Context: an optimization exercise on an open-source flow, tuned for small area. The choices shown serve that exercise and are no tape-out recipe.
Only simulation tests tie the RTL to the original design; equivalence was not proved.
No driver is modelled on the clock port, so clock power and skew are understated where the tree is cut down; a real chip needs a root buffer or a tree.

// dragonbridge_top
module dragonbridge_top(
		input wire clk,
		input wire rst_n,
		output wire[2:0] led,
		input wire rxd,
		output wire txd,
		output wire cs_n,
		output wire sck,
		output wire mosi,
		input wire miso,
		input wire i2c_sda_i,
		output wire i2c_sda_o,
		output wire i2c_scl_o
	);
==> flow/config.mk <==
export PLATFORM = sky130hd
export DESIGN_NAME = dragonbridge_top
export DESIGN_NICKNAME = dragonbridge_top
export VERILOG_FILES = /design/flow/design.v
export SDC_FILE = /design/flow/constraint.sdc
export NUM_CORES = 4
export LEC_CHECK = 0
export CAP_MARGIN = 20
export CORE_MARGIN = 2
export CORE_UTILIZATION = 60
export PLACE_DENSITY = 0.75
export SLEW_MARGIN = 20
==> flow/constraint.sdc <==
create_clock -name core_clock -period 10.0 [get_ports {clk}]
set_input_delay 2.0000 -clock core_clock [delete_from_list [all_inputs] [get_ports {clk}]]
set_output_delay 2.0000 -clock core_clock [all_outputs]
set_load 0.01 [all_outputs]
standard.sh (not shown) runs the stock make flow with config.mk's settings and CLKGATE_MAP_FILE= SYNTH_SCRIPT=/design/flow/synth_recipe.tcl, a recipe that flattens the netlist after the stock synthesis.
==> flow/flow/run.sh <==
#!/bin/bash
# Own layout flow. It runs the standard flow (standard.sh) with three changes:
#  - synthesis: synth_recipe.tcl unchanged, except that Yosys's final ABC technology
#    mapping (after the registers are mapped, so the registers are the standard
#    synthesis's) is run with each of the area-oriented scripts flow/abc_*.script,
#    and the smallest result is kept;
#  - port buffers: every input and output port still gets a buffer, but a buf_1;
#  - clock tree: built by flow/my_cts.tcl (the PRE_CTS_TCL hook) instead of TritonCTS:
#    the clock port drives four clkbuf cells, each driving a quarter of the flip-flops.
# Each tool's full log stays in orfs/logs/...; make's own output goes to flow_make.log.
set -o pipefail
HERE=$(pwd)
export MY_ABC_SCRIPTS="$(ls $HERE/flow/abc_*.script | tr '\n' ' ')"
cat > $HERE/my_synth.tcl <<'EOT'
proc abc {args} {
  set i [lsearch $args -script]
  if {$i < 0} { yosys abc {*}$args; return }
  set libargs ""
  foreach lib $::env(LIB_FILES) { append libargs "-liberty $lib " }
  yosys design -save pre_abc
  set besta 1e18
  set bestsc ""
  foreach sc $::env(MY_ABC_SCRIPTS) {
    yosys design -load pre_abc
    set a $args
    lset a [expr {$i+1}] $sc
    yosys abc {*}$a
    set txt [yosys tee -q -s result.string stat {*}$libargs]
    if {[regexp {Chip area for module[^:]*:\s*([0-9.]+)} $txt -> area]} {
      puts "MYABC $sc area $area"
      if {$area < $besta} { set besta $area; set bestsc $sc; yosys design -save best_abc }
    }
  }
  puts "MYABC best $bestsc $besta"
  yosys design -load best_abc
}
EOT
cat $HERE/synth_recipe.tcl >> $HERE/my_synth.tcl
export MY_CLK_BUF=sky130_fd_sc_hd__clkbuf_16 MY_CLK_NX=2 MY_CLK_NY=2
bash standard.sh "SYNTH_SCRIPT=$HERE/my_synth.tcl" "PRE_CTS_TCL=$HERE/flow/my_cts.tcl" "BUFFER_PORTS_ARGS=-buffer_cell sky130_fd_sc_hd__buf_1" finish > $HERE/flow_make.log 2>&1
Other scripts of this flow, unchanged in this note and not shown: flow/flow/abc_0.script, flow/flow/abc_1.script, flow/flow/abc_2.script, flow/flow/abc_3.script, flow/flow/abc_4.script, flow/flow/abc_5.script, flow/flow/abc_6.script, flow/flow/abc_7.script, flow/flow/abc_8.script, flow/flow/my_cts.tcl
The starting point ran to the end with no violations.
==> next run, changes <==
--- a/flow/design.v
+++ b/flow/design.v
@@ -88,25 +88,25 @@
 	wire i_act = (st == I_ACTW) | (st == I_ACTR);
 	reg txd_r;
 	reg ack;
 	reg sck_r;
 	reg mosi_r;
 	reg scl_r;
 	reg sda_r;
 	reg[15:0] cnt;
 	wire p1 = (cnt == 16'd0);
 	wire p2 = (cnt == {1'b0, idiv[15:1]});
 	wire clk_act = (st == I_CLK) | i_act;
-	wire tz = (T == 9'd0);
-	wire pulse = tz;
-	wire t_udiv = tz;
+	wire t_udiv = (T == udiv);
+	wire t_sdiv = (T[7:0] == sdiv);
+	wire pulse = (T[7:0] == 8'd0);
 	wire c15 = (C == 4'hF);
 	wire spi_last = (st == S_SGT) & pulse & c15;
 	wire i_p1h = p1 & scl_r;
 	wire i_p1l = p1 & ~scl_r;
 	assign led = {cs_n, txd, rxd};
 	assign txd = txd_r;
 	assign cs_n = cs_r;
 	assign sck = sck_r;
 	assign mosi = mosi_r;
 	assign i2c_sda_o = sda_r;
 	assign i2c_scl_o = scl_r;
@@ -125,25 +125,24 @@
 		if(rst)
 			sda_r <= 1'b1;
 		else if(((st == I_FLAG) | (st == I_CLK)) & ~op[1] & i_p1l)
 			sda_r <= ~op[0];
 		else if((st == I_CLK) & i_p1h)
 			sda_r <= op[0];
 		else if(i_act & i_p1l)
 			sda_r <= D[8];
 		if(i_act & i_p1h & c15)
 			ack <= i2c_sda_i;
 		case(st)
-			S_SRQ, S_SGT: T <= spi_last ? 9'd0 : (tz ? {1'b0, sdiv} : T - 9'd1);
-			S_TXST: T <= udiv;
-			S_TXW: T <= tz ? udiv : T - 9'd1;
+			S_SRQ, S_SGT: T <= (spi_last | t_sdiv) ? 9'd0 : T + 9'd1;
+			S_TXW: T <= t_udiv ? 9'd0 : T + 9'd1;
 			default: T <= 9'd0;
 		endcase
 		if(st == S_IDLE)
 			C <= {2'b00, rb[1:0]};
 		else if(st == S_SRQ)
 			C <= 4'd0;
 		else if(st == S_SGT)
 		begin
 			if(pulse)
 				C <= C + 4'd1;
 		end
@@ -152,31 +151,32 @@
 		else if(i_act & i_p1l)
 			C <= C + 4'd1;
 		case(st)
 			S_IDLE: if(rdy)
 			begin
 				if(rb[1])	 
 					D <= {~hack, 8'hFF};
 				else
 					D <= {8'h80, ~ack};
 			end
 			A_TEST, A_SPIGET, A_WRGET, A_BAUDH: if(rdy) D <= {1'b1, rb};
-			S_SGT: if(pulse & C[0]) D[7:0] <= {D[6:0], miso};
+			S_SGT: if(pulse & C[0]) D <= {D[7:0], miso};
 			I_FLAG: if(op[1] & i_p1h) D <= {D[7:0], D[8]};
 			I_ACTW, I_ACTR: if(i_p1h)
 			begin
 				if(c15)
 					D[8] <= 1'b1;
 				else if(C != 4'd6)
 					D <= {D[7:0], i2c_sda_i};
 			end
+			S_TXST: D[8] <= 1'b1;
 			S_TXW: if(t_udiv) D <= {1'b0, D[8:1]};
 			default: ;
 		endcase
 		if(rst)
 			txd_r <= 1'b1;
 		else if(st == S_TXST)
 			txd_r <= 1'b0;
 		else if((st == S_TXW) & t_udiv)
 			txd_r <= D[0] | (D == 9'd0);
 		if(rst)
 			st <= S_IDLE;
After rerunning:
- design area increases slightly
- first-iteration DRC count rose by roughly a tenth
- global-route usage goes up by 0.63 points
- synthesized area goes up slightly
- via count goes up by a few percent
In every run of this note, the design's own scripts or RTL, not TritonCTS, make the clock network.

-- afterwards: timing with drivers on the ports --
The results above use ideal ports. As a check the final layouts listed here were re-extracted and re-timed, cells and wires unchanged.
Step 1: set_driving_cell puts a clkbuf_16 on clk and a buf_2 on each other input, an assumption about the parent block.
Step 2 moves the port delays by t, midway between the first and last clock arrival at a register: inputs arrive t later, outputs are due t later. That takes back most of the time a late clock gives input paths.
Slacks: ideal ports / drivers / drivers and shift; pairs: ideal ports / drivers.
| run | t, ns | setup WS [ns] | worst data-port slew with drivers (ns) |
|---|---|---|---|
| the first run | 0.239 | 5.770 / 5.748 / 5.748 | 0.03 |
| the second run | 0.251 | 5.770 / 5.747 / 5.747 | 0.03 |
After both steps every run listed still meets setup and hold. The setup slack of the second run, which loses most, moves by -0.023 ns with the drivers and by -0.023 ns with both steps.
